This design comes from an exercise in tuning for small area, a short achievable clock period and few clock cycles on the open sky130 flow, not from production work. Only simulation tests tie the RTL to the original design; equivalence was not proved.

`flow/run.sh`:
```
#!/bin/bash
# synth_recipe.tcl (not shown) runs the flow's synth.tcl, then flattens the netlist and writes it again
# the make line also repeats each setting of config.mk as NAME=value (left out here)
make -C /OpenROAD-flow-scripts/flow DESIGN_CONFIG=/design/flow/config.mk WORK_HOME=/design/flow/orfs CLKGATE_MAP_FILE= SYNTH_SCRIPT=/design/flow/synth_recipe.tcl finish
```
`flow/config.mk`:
```
export PLATFORM = sky130hd
export DESIGN_NAME = geofence
export DESIGN_NICKNAME = geofence
export VERILOG_FILES = /design/flow/design.v
export SDC_FILE = /design/flow/constraint.sdc
export NUM_CORES = 4
export LEC_CHECK = 0
export ABC_CLOCK_PERIOD_IN_PS = 3000
export CAP_MARGIN = 20
export CORE_MARGIN = 2
export CORE_UTILIZATION = 40
export SETUP_SLACK_MARGIN = 2.5
export SLEW_MARGIN = 20
```
`flow/constraint.sdc`:
```
create_clock -name core_clock -period 5.5 [get_ports {clk}]
set_input_delay 1.1000 -clock core_clock [delete_from_list [all_inputs] [get_ports {clk}]]
set_output_delay 1.1000 -clock core_clock [all_outputs]
set_load 0.01 [all_outputs]
```
`flow/design.v`:
```
module geofence (clk, reset, X, Y, valid, is_inside);
  input clk;
  input reset;
  input [9:0] X;
  input [9:0] Y;
  output valid;
  output is_inside;
  localparam S_IN = 2'd0, S_SCAN = 2'd1, S_PAIR = 2'd2, S_WAIT = 2'd3;
  reg [1:0] st;
  reg [3:0] cnt;
  reg [2:0] scfg;
  reg [2:0] mask;
  reg [1:0] tp;
  reg       opp, hf;
  reg [2:0] ph, rnd;
  reg       res_q, rpos_q;
  reg [5:1] cmpm;           
  reg       dec, wrd, wrc;  
  reg [9:0] tx, ty;
  always @(posedge clk) if (st == S_IN && cnt == 4'd1) begin tx <= X; ty <= Y; end
  wire [10:0] dxp = {1'b0, X} - {1'b0, tx};
  wire [10:0] dxm = {1'b0, tx} - {1'b0, X};
  wire [10:0] dyp = {1'b0, Y} - {1'b0, ty};
  wire [10:0] dym = {1'b0, ty} - {1'b0, Y};
  wire        sxn = dxp[10];
  wire        syn = dyp[10];
  wire [9:0]  mxn = sxn ? dxm[9:0] : dxp[9:0];
  wire [9:0]  myn = syn ? dym[9:0] : dyp[9:0];
  reg [21:0] dr0, dr1, dr2, dr3, dr4, dr5;
  wire wr_d = wrd;
  always @(posedge clk) begin
    dr0 <= wr_d ? {sxn, mxn, syn, myn} : dr5;
    dr1 <= dr0; dr2 <= dr1; dr3 <= dr2; dr4 <= dr3; dr5 <= dr4;
  end
  wire       bsx = dr0[21];
  wire [9:0] bax = dr0[20:11];
  wire       bsy = dr0[10];
  wire [9:0] bay = dr0[9:0];
  wire nzx = |bax;
  wire nzy = |bay;
  wire q0 = ~bsx & nzx & ~bsy;
  wire q1 = (bsx | ~nzx) & ~bsy & nzy;
  wire q3 = ~bsx & bsy;
  wire [1:0] quad = {~q0 & ~q1, q1 | q3};
  wire odd = q1 | q3;
  wire lex = bay <= bax;
  wire eqx = bay == bax;
  wire half0 = odd ? (~lex | eqx) : lex;
  reg [9:0] ra, rb;         
  wire fb_a, fb_b;
  wire [9:0] n0 = fb_b ? rb : (fb_a ? ra : (lex ? bay : bax));
  wire [9:0] mxv = lex ? bax : bay;
  wire [11:0] x3 = {2'b00, bax} + {1'b0, bax, 1'b0};
  wire [11:0] y3 = {2'b00, bay} + {1'b0, bay, 1'b0};
  wire [11:0] mx3 = lex ? x3 : y3;
  reg [9:0] br, bd;
  reg [11:0] bd3;
  reg [1:0] bquad;
  reg       bh1;
  always @(posedge clk) begin
    br <= n0; bd <= mxv; bd3 <= mx3; bquad <= quad; bh1 <= ~half0;
  end
  function [11:0] r4step;
    input [9:0] r;
    input [9:0] d;
    input [11:0] d3;
    reg [12:0] t1, t2, t3;
    begin
      t1 = {1'b0, r, 2'b00} - {3'b000, d};
      t2 = {1'b0, r, 2'b00} - {2'b00, d, 1'b0};
      t3 = {1'b0, r, 2'b00} - {1'b0, d3};
      if (!t3[12])      r4step = {2'd3, t3[9:0]};
      else if (!t2[12]) r4step = {2'd2, t2[9:0]};
      else if (!t1[12]) r4step = {2'd1, t1[9:0]};
      else              r4step = {2'd0, r[7:0], 2'b00};
    end
  endfunction
  wire [11:0] sc = r4step(br, bd, bd3);
  reg [9:0] cr, cd;
  reg [11:0] cd3;
  reg [1:0] cq, cquad;
  reg       ch1;
  always @(posedge clk) begin
    cr <= sc[9:0]; cd <= bd; cd3 <= bd3; cq <= sc[11:10]; cquad <= bquad; ch1 <= bh1;
  end
  wire [11:0] sd = r4step(cr, cd, cd3);
  wire [3:0]  q4 = {cq, sd[11:10]};
  wire [9:0]  rem = sd[9:0];
  wire [6:0]  code = {cquad, ch1, ch1 ? ~q4 : q4};
  wire [3:0]  chi = {cquad[0], ch1, ch1 ? ~cq : cq};    
  reg [9:0] e0, e1, e2, e3, e4, e5;
  wire [9:0] ev [0:5];
  assign ev[0] = e0; assign ev[1] = e1; assign ev[2] = e2;
  assign ev[3] = e3; assign ev[4] = e4; assign ev[5] = e5;
  reg [5:1] hlt, heq;
  genvar g;
  generate
    for (g = 0; g < 5; g = g + 1) begin : hcg
      always @(posedge clk) begin
        hlt[g+1] <= chi < ev[g][8:5];
        heq[g+1] <= chi == ev[g][8:5];
      end
    end
  endgenerate
  wire [5:0] a_p, a_n, a_a;
  generate
    for (g = 1; g < 6; g = g + 1) begin : cmpg
      wire lt = hlt[g] | (heq[g] & (e0[4:3] < ev[g][4:3]));
      wire amb = heq[g] & (e0[4:3] == ev[g][4:3]);
      wire d6 = e0[9] ^ ev[g][9] ^ lt;
      wire en = cmpm[g];
      assign a_p[g] = en & ~amb & ~d6;
      assign a_n[g] = en & ~amb & d6;
      assign a_a[g] = en & amb;
    end
  endgenerate
  assign a_p[0] = 1'b0; assign a_n[0] = 1'b0; assign a_a[0] = 1'b0;
  wire [2:0] ua = rpos_q ? 3'b100 : 3'b010;
  wire [2:0] ub = rpos_q ? 3'b010 : 3'b100;
  wire [2:0] apos = (tp == 2'd1) ? 3'd0 : (3'd7 - {1'b0, tp});    
  wire [2:0] upd [0:5];
  wire [2:0] fin [0:5];
  generate
    for (g = 0; g < 6; g = g + 1) begin : updg
      assign fin[g] = (g == 0) ? {|a_n[5:1], |a_p[5:1], |a_a[5:1]}
                               : {a_p[g], a_n[g], a_a[g]};
      wire [2:0] u_fb = (res_q && g == 1) ? ub :
                        (res_q && g == apos) ? ua : 3'b000;
      assign upd[g] = fin[g] | u_fb;
    end
  endgenerate
  wire wr_c = wrc;
  always @(posedge clk) begin
    e0 <= wr_c ? {code, 3'b000} : (e5 | {7'd0, upd[5]});
    e1 <= e0 | {7'd0, upd[0]};
    e2 <= e1 | {7'd0, upd[1]};
    e3 <= e2 | {7'd0, upd[2]};
    e4 <= e3 | {7'd0, upd[3]};
    e5 <= e4 | {7'd0, upd[4]};
  end
  wire [5:0] fP, fN, fA;
  generate
    for (g = 0; g < 6; g = g + 1) begin : fg
      assign fP[g] = ev[g][2] | fin[g][2];
      assign fN[g] = ev[g][1] | fin[g][1];
      assign fA[g] = ev[g][0] | fin[g][0];
    end
  endgenerate
  wire ins_sure = &(fP & fN);
  wire out_sure = |(~fA & ~(fP & fN));
  wire [5:0] rP = {e5[2], e4[2], e3[2], e2[2], e1[2], e0[2]};
  wire [5:0] rN = {e5[1], e4[1], e3[1], e2[1], e1[1], e0[1]};
  wire ins_now = &(rP & rN);
  reg nb1, nb2, nb3;
  always @(posedge clk) begin
    nb1 <= e2[8:3] == e3[8:3];
    nb2 <= e2[8:3] == e4[8:3];
    nb3 <= e2[8:3] == e5[8:3];
  end
  wire amb1 = nb1;
  wire amb2 = nb2;
  wire amb3 = nb3 && (scfg < 3'd3);
  wire [2:0] pend = {amb3, amb2, amb1} & ~mask;
  wire [1:0] tsel = pend[0] ? 2'd1 : (pend[1] ? 2'd2 : 2'd3);
  wire [2:0] tbit = pend[0] ? 3'b001 : (pend[1] ? 3'b010 : 3'b100);
  wire       eb9 = (tsel == 2'd1) ? e4[9] : ((tsel == 2'd2) ? e5[9] : e0[9]);
  wire inp = (st == S_PAIR);
  assign fb_a = inp && (ph == 3'd0) && (rnd != 3'd0);
  assign fb_b = inp && (rnd != 3'd0) &&
                ((tp == 2'd1) ? (ph == 3'd5) : (tp == 2'd2) ? (ph == 3'd4) : (ph == 3'd3));
  wire a_d = inp && (ph == 3'd2);
  wire b_d = inp && ((tp == 2'd1) ? (ph == 3'd1 && rnd != 3'd0) :
                     (tp == 2'd2) ? (ph == 3'd0 && rnd != 3'd0) : (ph == 3'd5));
  wire [2:0] brnd = (tp == 2'd3) ? rnd : rnd - 3'd1;
  reg [3:0] ba, qb;
  reg       bchk, blast;
  wire differ = qb != ba;
  wire res = bchk && (differ || blast);
  wire rpos = differ & ((qb > ba) ^ hf ^ opp);
  always @(posedge clk) begin
    if (a_d) begin
      ra <= rem;
      ba <= q4;
    end
    if (b_d) rb <= rem;
    qb <= q4;
    bchk <= b_d && (brnd != 3'd0);
    blast <= brnd == 3'd5;
  end
  wire fin_scan = (st == S_SCAN) && (ins_now || (pend == 3'd0 && scfg == 3'd5));
  assign valid = (dec && (ins_sure | out_sure)) || fin_scan;
  assign is_inside = dec ? ins_sure : ins_now;
  always @(posedge clk or posedge reset) begin
    if (reset) begin
      st <= S_IN;
      cnt <= 4'd1;
      scfg <= 3'd0;
      mask <= 3'd0;
      tp <= 2'd1;
      opp <= 1'b0;
      hf <= 1'b0;
      ph <= 3'd0;
      rnd <= 3'd0;
      res_q <= 1'b0;
      rpos_q <= 1'b0;
      cmpm <= 5'd0;
      dec <= 1'b0;
      wrd <= 1'b0;
      wrc <= 1'b0;
    end else begin
      res_q <= res;
      rpos_q <= rpos;
      cmpm <= (st == S_IN && cnt >= 4'd6 && cnt <= 4'd10) ? {cmpm[4:1], 1'b1} : 5'd0;
      dec <= (st == S_IN && cnt == 4'd10);
      wrd <= (st == S_IN && cnt >= 4'd1 && cnt <= 4'd6);
      wrc <= (st == S_IN && cnt >= 4'd4 && cnt <= 4'd9);
      case (st)
        S_IN: begin
          if (dec) begin
            cnt <= 4'd1;
            if (!(ins_sure | out_sure)) begin
              st <= S_SCAN;
              scfg <= 3'd0;
              mask <= 3'd0;
            end
          end else
            cnt <= cnt + 4'd1;
        end
        S_SCAN: begin
          if (fin_scan) begin
            st <= S_IN;
            cnt <= 4'd1;
          end else if (pend == 3'd0) begin
            scfg <= scfg + 3'd1;
            mask <= 3'd0;
          end else begin
            st <= S_PAIR;
            tp <= tsel;
            mask <= mask | tbit;
            opp <= e3[9] ^ eb9;
            hf <= e3[7];
            ph <= 3'd1;
            rnd <= 3'd0;
          end
        end
        default: begin  
          if (ph == 3'd5) begin
            ph <= 3'd0;
            rnd <= rnd + 3'd1;
          end else
            ph <= ph + 3'd1;
          if (st == S_PAIR && res)
            st <= S_WAIT;
          else if (st == S_WAIT && ph == 3'd5)
            st <= S_SCAN;
        end
      endcase
    end
  end
endmodule
```
==> results.yml, run 1 <==
yosys:
  synthArstFlopShare: 0.0896
  ys_ff_latch: 357
  yosys_most_used_dff: "dfxtp_1"
  synth_area_per_cell_sq_um: 10.2
  yosysWarnings: 1
  yosysUniqueCellTypes: 80
  synth-edff-count: 44
  seq_area_frac_synth: 0.465
  synth.area.top_cells: "dfxtp_1, ha_1, edfxtp_1"
  yosys.area.top_type_share: 0.337
  synth.largest_area_cell: "dfxtp_1"
  syn_area_sq_um: 16700
  syn_nets: 1844
  syn_inst: 1633
critical_path:
  timing_worst_setup_path_type: "reg2out"
  worstPathRequired_ns: 4.40
  end_kind: "output port"
  cp-start-kind: "flop"
  arrival_ns: 3.02
  reg2reg_slack_ns: 2.44
  critical_path.max_fanout: 6
cts:
  cts_tree: "done"
  cts.path.max_buffers: 3
  clkTransAtPathRegs_ns: 0.06
  htreeDepth: 2
  cts-root-buf: "clkbuf_16"
  numCtsBuffers: 39
  clock_latency_ns: 0.57
  cts.sinks: 357
placement:
  portBuffers: 23
  place_area_sq_um: 17900
  place_congestion: 0.851
  place_hpwl_mm: 26.7
die:
  core_area_sq_um: 41000
  num_rows: 74
  dieArea_sq_um: 43400
  dieHeight_microns: 208
  die_x_microns: 208
  initial_utilization: 0.407
  ios: 24
run_status:
  outcome: "timing/DRC/antenna clean"
sta:
  period_needed_ns: 4.12
  maxSlewHeadroom: 0.496
  fin_setup_tns_ns: 0
  fin_hold_ws_ns: 0.322
  slew_violations: 0
  setup_viol: 0
  hold_viol: 0
  skew_ns: 0.0283
  rsz0062_at_grt: "true"
  period_share: 0.749
  clock.fmax_mhz: 243
  tightest_slew_ns: 0.750
global_route:
  overflow: 0
  grt_max_degree: 50
  grt_usage: 0.171
  antenna_found_initial: 0
  grt_pass1_wl_mm: 60.3
  first_global_vias: 11700
detailed_routing:
  first_pass_iters: 6
  drtIter0Drc: 664
  drc: 0
  ant_nets: 0
  finalWirelength_mm: 36.7
  routedWlPerCell_microns: 16.1
  avgViaCountPerCell: 5.06
  dr_total_vias: 11600
min_path:
  hold_class: "reg2reg"
cells_and_area:
  drive_gt1_frac: 0.176
  syn2layout_area_growth_pct: 21.1
  final_nets: 1934
  final_cell_area_sq_um: 20200
  antennaDiodeCount: 0
job:
  drv_cap: 0
cells in the mapped netlist (5+ instances only):
master    number
a211oi_1       8
mux2i_1       39
buf_1          5
and4_1         6
nand2_1       77
dfrtp_1       30
buf_2          5
clkbuf_1      18
nor2b_1       33
fa_1           8
a21oi_1       83
and3_1         6
nand4_1       16
and2_1        11
dfxtp_1      281
nand3_1       33
o21bai_1      12
o21a_1        19
or3_1          5
or2_2          8
a31oi_1       22
xor2_1        33
o21ai_0       80
a22oi_1       14
ha_1         181
nor3_1        27
o31ai_1        5
a21o_1        28
o41ai_1        5
edfxtp_1      44
inv_1        174
xnor2_1       69
mux2_2        31
a21boi_0       7
o22ai_1        8
nor2_1        94
nand2b_1      31
per-stage QoR:
| step | utilization | instances | setup WS (ns) |
|---|---|---|---|
| CTS | 0.483 | 2269 | 1.40 |
| finish | 0.493 | 2285 | 1.38 |
| detailed placement | 0.436 | 2166 | 0.926 |
| global route | 0.493 | 2285 | 1.25 |
| floorplan | - | 1633 | 1.85 |
| global placement | 0.436 | 2166 | 0.983 |
cell usage in the layout (no fill, tap or decap), types with 33 or more instances in the layout:
cell type / synthesis / layout
o21ai_0: 80 / 70
a21oi_1: 83 / 73
buf_4: 0 / 47
inv_1: 174 / 165
xnor2_1: 69 / 64
clkbuf_16: 0 / 40
xor2_1: 33 / 33
mux2i_1: 39 / 35
ha_1: 181 / 160
dfxtp_1: 281 / 269
edfxtp_1: 44 / 44
nor2_1: 94 / 90
nand2_1: 77 / 73
final timing paths:
kind / from / end / depth (start not counted)
min: dr2[20]$_DFF_P_ / dr3[20]$_DFF_P_ / 0
min reg2reg: dr2[20]$_DFF_P_ / dr3[20]$_DFF_P_ / 0
max reg2reg: tx[0]$_DFFE_PP_ / dr0[20]$_DFF_P_ / 13
max in group asynchronous: reset / tp[0]$_DFFE_PP1P_ / 3
max: e0[4]$_DFF_P_ / is_inside / 11
min in group asynchronous: reset / cmpm[5]$_DFF_PP0_ / 3
timing repair:
action,4_1_cts,5_1_grt
pin swaps,42,39
resized for setup,130,59
buffers inserted,32,16
cloned,0,0
setup endpoints to repair,76,65
hold buffers,0,0
layout make-up:
class / instances / area, sq um
Tap cell: 532 / 666
Inverter: 174 / 681
Multi-Input combinational cell: 1073 / 9130
Clock inverter: 20 / 231
Clock buffer: 51 / 1060
Timing Repair Buffer: 78 / 666
Fill cell: 3673 / 20800
Sequential cell: 357 / 7770
worst max-delay path, stage by stage (launching register included):
cell,delay (ns)
dfxtp_4,0.40
buf_6,0.13
ha_4,0.28
nand2b_4,0.06
a31oi_4,0.24
xnor2_4,0.19
o22ai_4,0.11
nor4b_4,0.36
nor2_1,0.08
and4_4,0.21
mux2_4,0.27
buf_6,0.12
per-layer routing:
layer	up-vias	GRT usage	routed length, microns
met5	-	0	0
met4	0	0.0533	977
met3	71	0.0340	1340
met2	182	0.293	17600
met1	5449	0.217	16800
li1	5853	-	-
cell families after synthesis:
group | count (synthesis) | synth area share
mux | 71 | 0.0452
compound gates | 342 | 0.133
simple gates | 369 | 0.111
buf+inv | 203 | 0.0465
fa+ha+maj | 189 | 0.145
xor+xnor | 102 | 0.0536
flops | 357 | 0.465
state kept, by name (all words and copies together) (netlist names), 12 cells and up:
name / cells
bd3: 12
dr4: 22
dr1: 22
cd3: 12
dr0: 22
dr3: 22
dr2: 22
dr5: 22
Testbench counts, summed over its fixed seeds: cycles 18,492.
==> run 2: changes to the inputs <==
--- a/flow/design.v
+++ b/flow/design.v
@@ -4,6 +4,6 @@
   input [9:0] X;
   input [9:0] Y;
-  output valid;
-  output is_inside;
+  output reg valid;
+  output reg is_inside;
   localparam S_IN = 2'd0, S_SCAN = 2'd1, S_PAIR = 2'd2, S_WAIT = 2'd3;
   reg [1:0] st;
@@ -19,24 +19,18 @@
   reg [9:0] tx, ty;
   always @(posedge clk) if (st == S_IN && cnt == 4'd1) begin tx <= X; ty <= Y; end
-  wire [10:0] dxp = {1'b0, X} - {1'b0, tx};
-  wire [10:0] dxm = {1'b0, tx} - {1'b0, X};
-  wire [10:0] dyp = {1'b0, Y} - {1'b0, ty};
-  wire [10:0] dym = {1'b0, ty} - {1'b0, Y};
-  wire        sxn = dxp[10];
-  wire        syn = dyp[10];
-  wire [9:0]  mxn = sxn ? dxm[9:0] : dxp[9:0];
-  wire [9:0]  myn = syn ? dym[9:0] : dyp[9:0];
+  wire [10:0] dxn = {1'b0, X} - {1'b0, tx};
+  wire [10:0] dyn = {1'b0, Y} - {1'b0, ty};
   reg [21:0] dr0, dr1, dr2, dr3, dr4, dr5;
   wire wr_d = wrd;
   always @(posedge clk) begin
-    dr0 <= wr_d ? {sxn, mxn, syn, myn} : dr5;
+    dr0 <= wr_d ? {dxn, dyn} : dr5;
     dr1 <= dr0; dr2 <= dr1; dr3 <= dr2; dr4 <= dr3; dr5 <= dr4;
   end
-  wire       bsx = dr0[21];
-  wire [9:0] bax = dr0[20:11];
-  wire       bsy = dr0[10];
-  wire [9:0] bay = dr0[9:0];
-  wire nzx = |bax;
-  wire nzy = |bay;
+  wire [10:0] bdx = dr0[21:11];
+  wire [10:0] bdy = dr0[10:0];
+  wire bsx = bdx[10];
+  wire bsy = bdy[10];
+  wire nzx = |bdx;
+  wire nzy = |bdy;
   wire q0 = ~bsx & nzx & ~bsy;
   wire q1 = (bsx | ~nzx) & ~bsy & nzy;
@@ -44,14 +38,27 @@
   wire [1:0] quad = {~q0 & ~q1, q1 | q3};
   wire odd = q1 | q3;
-  wire lex = bay <= bax;
-  wire eqx = bay == bax;
-  wire half0 = odd ? (~lex | eqx) : lex;
+  wire [10:0] ndx = 11'd0 - bdx;
+  wire [10:0] ndy = 11'd0 - bdy;
+  wire [9:0] bax = bsx ? ndx[9:0] : bdx[9:0];
+  wire [9:0] bay = bsy ? ndy[9:0] : bdy[9:0];
+  wire [12:0] dx3 = {{2{bdx[10]}}, bdx} + {bdx[10], bdx, 1'b0};
+  wire [12:0] ndx3 = 13'd0 - {{2{bdx[10]}}, bdx} - {bdx[10], bdx, 1'b0};
+  wire [12:0] dy3 = {{2{bdy[10]}}, bdy} + {bdy[10], bdy, 1'b0};
+  wire [12:0] ndy3 = 13'd0 - {{2{bdy[10]}}, bdy} - {bdy[10], bdy, 1'b0};
+  wire [11:0] x3 = bsx ? ndx3[11:0] : dx3[11:0];
+  wire [11:0] y3 = bsy ? ndy3[11:0] : dy3[11:0];
+  wire [11:0] ssum = {bdx[10], bdx} + {bdy[10], bdy};
+  wire [11:0] sdif = {bdx[10], bdx} - {bdy[10], bdy};
+  wire zs = ssum == 12'd0;
+  wire zd = sdif == 12'd0;
+  wire lsel = ~(ssum[11] ^ sdif[11]);      
+  wire lex = (~ssum[11] & ~sdif[11]) | ((ssum[11] | zs) & (sdif[11] | zd));
+  wire gex = (~ssum[11] & (sdif[11] | zd)) | ((ssum[11] | zs) & ~sdif[11]);
+  wire half0 = odd ? gex : lex;
   reg [9:0] ra, rb;         
   wire fb_a, fb_b;
-  wire [9:0] n0 = fb_b ? rb : (fb_a ? ra : (lex ? bay : bax));
-  wire [9:0] mxv = lex ? bax : bay;
-  wire [11:0] x3 = {2'b00, bax} + {1'b0, bax, 1'b0};
-  wire [11:0] y3 = {2'b00, bay} + {1'b0, bay, 1'b0};
-  wire [11:0] mx3 = lex ? x3 : y3;
+  wire [9:0] n0 = fb_b ? rb : (fb_a ? ra : (lsel ? bay : bax));
+  wire [9:0] mxv = lsel ? bax : bay;
+  wire [11:0] mx3 = lsel ? x3 : y3;
   reg [9:0] br, bd;
   reg [11:0] bd3;
@@ -88,28 +95,17 @@
   wire [9:0]  rem = sd[9:0];
   wire [6:0]  code = {cquad, ch1, ch1 ? ~q4 : q4};
-  wire [3:0]  chi = {cquad[0], ch1, ch1 ? ~cq : cq};    
   reg [9:0] e0, e1, e2, e3, e4, e5;
   wire [9:0] ev [0:5];
   assign ev[0] = e0; assign ev[1] = e1; assign ev[2] = e2;
   assign ev[3] = e3; assign ev[4] = e4; assign ev[5] = e5;
-  reg [5:1] hlt, heq;
+  wire [5:0] a_p, a_n, a_a;
   genvar g;
   generate
-    for (g = 0; g < 5; g = g + 1) begin : hcg
-      always @(posedge clk) begin
-        hlt[g+1] <= chi < ev[g][8:5];
-        heq[g+1] <= chi == ev[g][8:5];
-      end
-    end
-  endgenerate
-  wire [5:0] a_p, a_n, a_a;
-  generate
     for (g = 1; g < 6; g = g + 1) begin : cmpg
-      wire lt = hlt[g] | (heq[g] & (e0[4:3] < ev[g][4:3]));
-      wire amb = heq[g] & (e0[4:3] == ev[g][4:3]);
-      wire d6 = e0[9] ^ ev[g][9] ^ lt;
+      wire [6:0] dl = e0[9:3] - ev[g][9:3];
+      wire amb = dl[5:0] == 6'd0;
       wire en = cmpm[g];
-      assign a_p[g] = en & ~amb & ~d6;
-      assign a_n[g] = en & ~amb & d6;
+      assign a_p[g] = en & ~amb & ~dl[6];
+      assign a_n[g] = en & ~amb & dl[6];
       assign a_a[g] = en & amb;
     end
@@ -189,6 +185,4 @@
   end
   wire fin_scan = (st == S_SCAN) && (ins_now || (pend == 3'd0 && scfg == 3'd5));
-  assign valid = (dec && (ins_sure | out_sure)) || fin_scan;
-  assign is_inside = dec ? ins_sure : ins_now;
   always @(posedge clk or posedge reset) begin
     if (reset) begin
@@ -208,7 +202,10 @@
       wrd <= 1'b0;
       wrc <= 1'b0;
+      valid <= 1'b0;
+      is_inside <= 1'b0;
     end else begin
       res_q <= res;
       rpos_q <= rpos;
+      valid <= 1'b0;
       cmpm <= (st == S_IN && cnt >= 4'd6 && cnt <= 4'd10) ? {cmpm[4:1], 1'b1} : 5'd0;
       dec <= (st == S_IN && cnt == 4'd10);
@@ -217,18 +214,23 @@
       case (st)
         S_IN: begin
+          scfg <= 3'd0;
+          mask <= 3'd0;
           if (dec) begin
+            cnt <= 4'd12;
+            valid <= ins_sure | out_sure;
+            is_inside <= ins_sure;
+            if (!(ins_sure | out_sure))
+              st <= S_SCAN;
+          end else if (cnt == 4'd12)
             cnt <= 4'd1;
-            if (!(ins_sure | out_sure)) begin
-              st <= S_SCAN;
-              scfg <= 3'd0;
-              mask <= 3'd0;
-            end
-          end else
+          else
             cnt <= cnt + 4'd1;
         end
         S_SCAN: begin
           if (fin_scan) begin
+            valid <= 1'b1;
+            is_inside <= ins_now;
             st <= S_IN;
-            cnt <= 4'd1;
+            cnt <= 4'd12;
           end else if (pend == 3'd0) begin
             scfg <= scfg + 3'd1;
--- a/flow/config.mk
+++ b/flow/config.mk
@@ -6,8 +6,9 @@
 export NUM_CORES = 4
 export LEC_CHECK = 0
+export ABC_AREA = 1
 export ABC_CLOCK_PERIOD_IN_PS = 3000
 export CAP_MARGIN = 20
 export CORE_MARGIN = 2
-export CORE_UTILIZATION = 40
+export CORE_UTILIZATION = 55
 export SETUP_SLACK_MARGIN = 2.5
 export SLEW_MARGIN = 20
==> run 2 against run 1 <==
Critical path type is now reg2reg. Wire length rose by 31%. Critical path depth rose by 2. Still clean on timing, DRC and antenna. Register-to-register slack improved by 0.19 ns. Core utilization rose by 14 points.
==> results.yml, run 2 <==
run_status:
  outcome: "timing/DRC/antenna clean"
yosys:
  syn_inst: 2300
  yosysUniqueCellTypes: 69
  seq_area_frac_synth: 0.405
  synth-edff-count: 44
  synth_area_per_cell_sq_um: 8.17
  synthArstFlopShare: 0.0974
  yosys-top-cells-count: "nand2_1, inv_1, dfxtp_1"
  syn_area_sq_um: 18800
  synth_most_common_cell: "nand2_1"
  yosysWarnings: 1
  syn_nets: 2533
  yosys.area.top_type_share: 0.289
  synth.largest_area_cell: "dfxtp_1"
  synth.area.top_cells: "dfxtp_1, ha_1, nand2_1"
  ys_ff_latch: 349
  yosys_most_used_dff: "dfxtp_1"
detailed_routing:
  drc: 0
  ant_nets: 0
  avgViaCountPerCell: 5.37
  routedWlPerCell_microns: 17.1
  finalWirelength_mm: 48.3
  dr_total_vias: 15200
  first_pass_iters: 5
  drtIter0Drc: 989
die:
  initial_utilization: 0.559
  num_rows: 67
  dieArea_sq_um: 35600
  core_area_sq_um: 33600
  dieHeight_microns: 189
  ios: 24
  die_x_microns: 189
cells_and_area:
  drive_gt1_frac: 0.0846
  syn2layout_area_growth_pct: 12.7
  final_nets: 2583
  fillers: 2924
  final_common_cell: "nand2_1"
  antennaDiodeCount: 0
  mostFrequentLayoutCells: "nand2_1, inv_1, dfxtp_1, ha_1, a21oi_1"
  fin_cells: 2825
  final_cell_area_sq_um: 21200
  final_util: 0.630
global_route:
  antenna_found_initial: 1
  grt_max_degree: 38
  grt_pass1_wl_mm: 77.7
  grt_usage: 0.274
  overflow: 0
  first_global_vias: 14800
critical_path:
  worstPathRequired_ns: 5.91
  arrival_ns: 3.27
  path_cells: "buf_12, clkinvlp_4, ha_4, inv_2, nor3_2, nand3_1, nand4_2, xor2_4, ha_4, buf_4, clkbuf_16, o211ai_1, a21oi_1"
  end_kind: "flop"
  critical_path.max_fanout: 12
  crit_path_frequent_cell: "ha_4"
  cp-start-kind: "flop"
  r2r_cells: 13
  critPathMaxStageDelay_ns: 0.40
  crit_slowest_cell: "dfxtp_2"
  timing_worst_setup_path_type: "reg2reg"
min_path:
  hold_class: "reg2reg"
  hold_depth: 0
sta:
  slew_violations: 0
  tightest_slew_ns: 0.970
  skew_ns: 0.0200
  maxSlewHeadroom: 0.349
  setup_viol: 0
  hold_viol: 0
  period_needed_ns: 2.87
  rsz0062_at_grt: "false"
  period_share: 0.521
  clock.fmax_mhz: 349
  finalWorstSetupSlack_ns: 2.63
  fin_setup_tns_ns: 0
placement:
  place_congestion: 0.927
  post-place-ws_ns: 1.73
  place_hpwl_mm: 37.1
  portBuffers: 23
  place_area_sq_um: 19500
  placed_cells: 2742
cts:
  htreeDepth: 2
  cts_tree: "done"
  clock_latency_ns: 0.53
  cts.path.max_buffers: 3
  cts-root-buf: "clkbuf_16"
  clkTransAtPathRegs_ns: 0.06
  numCtsBuffers: 38
  cts.sinks: 349
job:
  drv_cap: 0
## run 2: critical path, delay by kind of cell (launching register included)
family | cells | cell delay, ns
buf+inv | 5 | 0.71
fa+ha+maj | 2 | 0.57
simple gates | 3 | 0.48
flops | 1 | 0.40
compound gates | 2 | 0.35
xor+xnor | 1 | 0.23
## run 2: timing repair
item	in CTS	in global routing
setup buffers	6	6
hold buffers	0	0
setup endpoints to repair	44	35
pin swaps	0	8
resized for setup	33	41
cloned	1	3
## run 2: path summary, 6_finish.rpt
path,end,slack (ns),from
worst min register to register,dr3[6]$_DFF_P_,0.31,dr2[6]$_DFF_P_
min in group asynchronous,cmpm[2]$_DFF_PP0_,0.97,reset
worst max-delay path,br[8]$_DFF_P_,2.63,dr0[21]$_DFF_P_
worst max register to register,br[8]$_DFF_P_,2.63,dr0[21]$_DFF_P_
worst min-delay path,dr3[6]$_DFF_P_,0.31,dr2[6]$_DFF_P_
max in group asynchronous,cnt[0]$_DFFE_PP1P_,4.15,reset
## run 2: cell type report
type / count / area (sq um) / area share
repair buffers: 44 / 488 / 0.0231
multi-input cells: 1564 / 9900 / 0.468
flip-flops and latches: 349 / 7630 / 0.360
inverters: 352 / 1330 / 0.0630
repair inverters: 1 / 5.00 / 0.000237
well taps: 448 / 561 / 0.0265
clock inverters: 16 / 151 / 0.00715
clock buffers: 51 / 1100 / 0.0521
## run 2: cells by family after synthesis
family | synth area share
multiplexers | 0.000533
buffers and inverters | 0.0797
flip-flops | 0.405
XOR/XNOR | 0.0526
adder cells (fa/ha/maj) | 0.144
AO/OA/AOI/OAI | 0.140
AND/OR/NAND/NOR | 0.179
## run 2: metrics by stage
step | hold slack, ns
2_1_floorplan | 0.310
3_3_place_gp | 0.310
3_5_place_dp | 0.312
4_1_cts | 0.315
5_1_grt | 0.323
6_report | 0.312
## run 2: per-layer routing
layer / vias up / wire length (microns) / GRT usage
met2: 350 / 22100 / 0.459
met5: - / 0 / 0
met4: 0 / 1310 / 0.0748
li1: 7696 / - / -
met1: 7044 / 22700 / 0.374
met3: 82 / 2120 / 0.0332
Testbench counts of run 2, summed over its fixed seeds: cycles 20,092.
==> run 3: changes to the inputs <==
--- a/flow/config.mk
+++ b/flow/config.mk
@@ -7,8 +7,8 @@
 export LEC_CHECK = 0
 export ABC_AREA = 1
-export ABC_CLOCK_PERIOD_IN_PS = 3000
+export ABC_CLOCK_PERIOD_IN_PS = 2700
 export CAP_MARGIN = 20
 export CORE_MARGIN = 2
-export CORE_UTILIZATION = 55
-export SETUP_SLACK_MARGIN = 2.5
+export CORE_UTILIZATION = 60
+export SETUP_SLACK_MARGIN = 2.8
 export SLEW_MARGIN = 20
==> run 3 against run 2 <==
Sequential share of layout area shrank 1.2 points. Still clean on timing, DRC and antenna. Count of clock-buffer cells in the layout shrank 1. Die area shrank 8.2%. Non-clock buffer count increased by 57. Sequential cell count unchanged. Critical path depth is 4 higher.
==> results.yml, run 3 <==
run_status:
  outcome: "timing/DRC/antenna clean"
yosys:
  syn_area_sq_um: 18800
  synth_top_family_by_area: "simple AND/OR/NAND/NOR gates"
  synthMuxAreaShare: 0.000533
  synth-edff-count: 44
  synth_most_common_cell: "nand2_1"
  syn_nets: 2533
  synth_fa_ha_area_frac: 0.144
  yosys.area.top_type_share: 0.289
  synth_area_per_cell_sq_um: 8.17
  synth-compound-area-share: 0.140
  ys_ff_latch: 349
  synthXorXnorAreaFrac: 0.0526
  yosysWarnings: 1
  yosys_most_used_dff: "dfxtp_1"
  yosys-top-cells-count: "nand2_1, inv_1, dfxtp_1"
  seq_area_frac_synth: 0.405
  synth.area.top_cells: "dfxtp_1, ha_1, nand2_1"
  yosysUniqueCellTypes: 69
  synth.largest_area_cell: "dfxtp_1"
  synthArstFlopShare: 0.0974
  syn_inst: 2300
  synth-simple-area-share: 0.179
critical_path:
  crit_slowest_cell: "fa_2"
  r2r_cells: 17
  arrival_ns: 3.12
  reg2reg_slack_ns: 2.83
  timing_worst_setup_path_type: "reg2reg"
  timing.rr.start: "dr0[12]$_DFF_P_"
  cp-endpoint: "bd3[10]$_DFF_P_"
  critPathMaxStageDelay_ns: 0.60
  end_kind: "flop"
  worstPathRequired_ns: 5.95
  critical_path.startpoint: "dr0[12]$_DFF_P_"
  rr_endpoint: "bd3[10]$_DFF_P_"
  cp-start-kind: "flop"
  critical_path.max_fanout: 6
  path_cells: "clkinvlp_4, fa_2, a21oi_1, nor2_2, nor2_2, o21ai_2, nand3_1, nand2_1, nand2_1, nand2_1, nand2_1, nand2_1, xor2_1, nand2_1, nand2_2, nand2_1, nand2_1"
  crit_path_frequent_cell: "nand2_1"
detailed_routing:
  ant_nets: 0
  drc: 0
  dr_total_vias: 15700
  first_pass_iters: 7
  finalWirelength_mm: 49.0
  routedWlPerCell_microns: 17.3
  drtIter0Drc: 1265
  avgViaCountPerCell: 5.54
placement:
  place_congestion: 0.956
  portBuffers: 23
  placed_cells: 2695
  place_hpwl_mm: 36.2
cells_and_area:
  final_nets: 2640
  mostFrequentLayoutCells: "nand2_1, inv_1, dfxtp_1, ha_1, nor2_1"
  antennaDiodeCount: 0
  final_util: 0.717
  fin_cells: 2831
  final_common_cell: "nand2_1"
  syn2layout_area_growth_pct: 17.1
  drive_gt1_frac: 0.134
cts:
  htreeDepth: 2
  cts.path.max_buffers: 3
  clkTransAtPathRegs_ns: 0.06
  ctsHoldBuffers: 0
  numCtsBuffers: 38
  cts.sinks: 349
  clock_latency_ns: 0.52
  cts-root-buf: "clkbuf_16"
  cts_tree: "done"
job:
  drv_cap: 0
global_route:
  first_global_vias: 14900
  antenna_found_initial: 1
  grt_max_degree: 38
  grt_pass1_wl_mm: 77.1
  grt_usage: 0.293
  overflow: 0
sta:
  slew_violations: 0
  clock.fmax_mhz: 375
  rsz0062_at_grt: "true"
  setup_viol: 0
  skew_ns: 0.0232
  hold_viol: 0
  period_share: 0.485
  tightest_slew_ns: 0.737
  fin_hold_ws_ns: 0.319
  maxSlewHeadroom: 0.504
  fin_setup_tns_ns: 0
  period_needed_ns: 2.67
die:
  core_area_sq_um: 30700
  ios: 24
  dieHeight_microns: 181
  die_x_microns: 181
  dieArea_sq_um: 32700
  initial_utilization: 0.612
  num_rows: 64
min_path:
  hold_class: "reg2reg"
-- run 3: cell counts after synthesis --
No cell type changed its count.
-- run 3: worst min-delay path by stage --
stage	start	endpoint	cells after the start
after floorplan	bh1$_DFF_P_	ch1$_DFF_P_	0
after global placement	dr1[21]$_DFF_P_	dr2[21]$_DFF_P_	0
after detailed placement	dr1[15]$_DFF_P_	dr2[15]$_DFF_P_	0
after CTS	dr1[18]$_DFF_P_	dr2[18]$_DFF_P_	0
after global routing	dr2[14]$_DFF_P_	dr3[14]$_DFF_P_	0
final	dr3[6]$_DFF_P_	dr4[6]$_DFF_P_	0
-- run 3: final cells by class --
type	count	area [sq um]
clock inverters	18	219
repair buffers	101	938
fillers	2421	8680
flip-flops and latches	349	7660
clock buffers	50	1080
inverters	352	1350
well taps	396	495
multi-input cells	1564	10200
repair inverters	1	7.51
-- run 3: logic make-up after synthesis --
group	Yosys count
AO/OA/AOI/OAI	450
XOR/XNOR	111
multiplexers	1
adder cells (fa/ha/maj)	211
AND/OR/NAND/NOR	791
flip-flops	349
buffers and inverters	387
-- run 3: per-stage QoR --
stage          setup WS [ns]  instance area (sq um)
4_1_cts                 2.78                  21200
5_1_grt                 2.67                  22000
3_3_place_gp            1.92                  19500
3_5_place_dp            1.87                  19500
2_1_floorplan           2.79                  18800
6_report                2.83                  22000
-- run 3: what timing repair did --
item,4_1_cts,5_1_grt
setup buffers,31,33
setup endpoints to repair,51,65
resized for setup,67,106
gates cloned,0,4
pin swaps,16,33
-- run 3: worst max-delay path: cells and delay by family, from the launching register on --
kind	cells	cell delay, ns
xor+xnor	1	0.16
simple gates	12	0.94
fa+ha+maj	1	0.60
flops	1	0.41
compound gates	2	0.24
buf+inv	1	0.24
-- run 3: routing by layer --
layer | vias up | global-route usage | share of wire
met4 | 2 | 0.106 | 0.034
met2 | 430 | 0.484 | 0.47
li1 | 7821 | - | -
met1 | 7329 | 0.388 | 0.44
met5 | - | 0.0148 | 0.0013
met3 | 99 | 0.0452 | 0.054

## what the ideal ports hide
No port has a modelled driver above. Below, the same layouts with a new extraction and two added sets of constraints.
Step 1: set_driving_cell puts a clkbuf_16 on clk and a buf_2 on each other input, an assumption about the parent block.
Step 2 adds t to the input delays and takes it off the output delays; t is the mean of the earliest and latest rising clock arrival at the registers after step 1. Input paths then give back, and output paths get back, about the clock's delay inside the block.
Slacks: ideal / step 1 / step 2; pairs: ideal / step 1.
run	shift t [ns]	setup WS [ns]	worst setup path at the end	latest minus earliest clock arrival (ns)
run 1	0.613	1.378 / 1.324 / 1.600	input to register	0.029 / 0.029
run 2	0.583	2.635 / 2.635 / 2.116	input to register	0.025 / 0.025
run 3	0.567	2.834 / 2.834 / 2.301	input to register	0.023 / 0.023
After both steps every run listed still meets setup and hold. The setup slack of run 3, which loses most, moves by 0.000 ns with the drivers and by -0.533 ns with both steps.
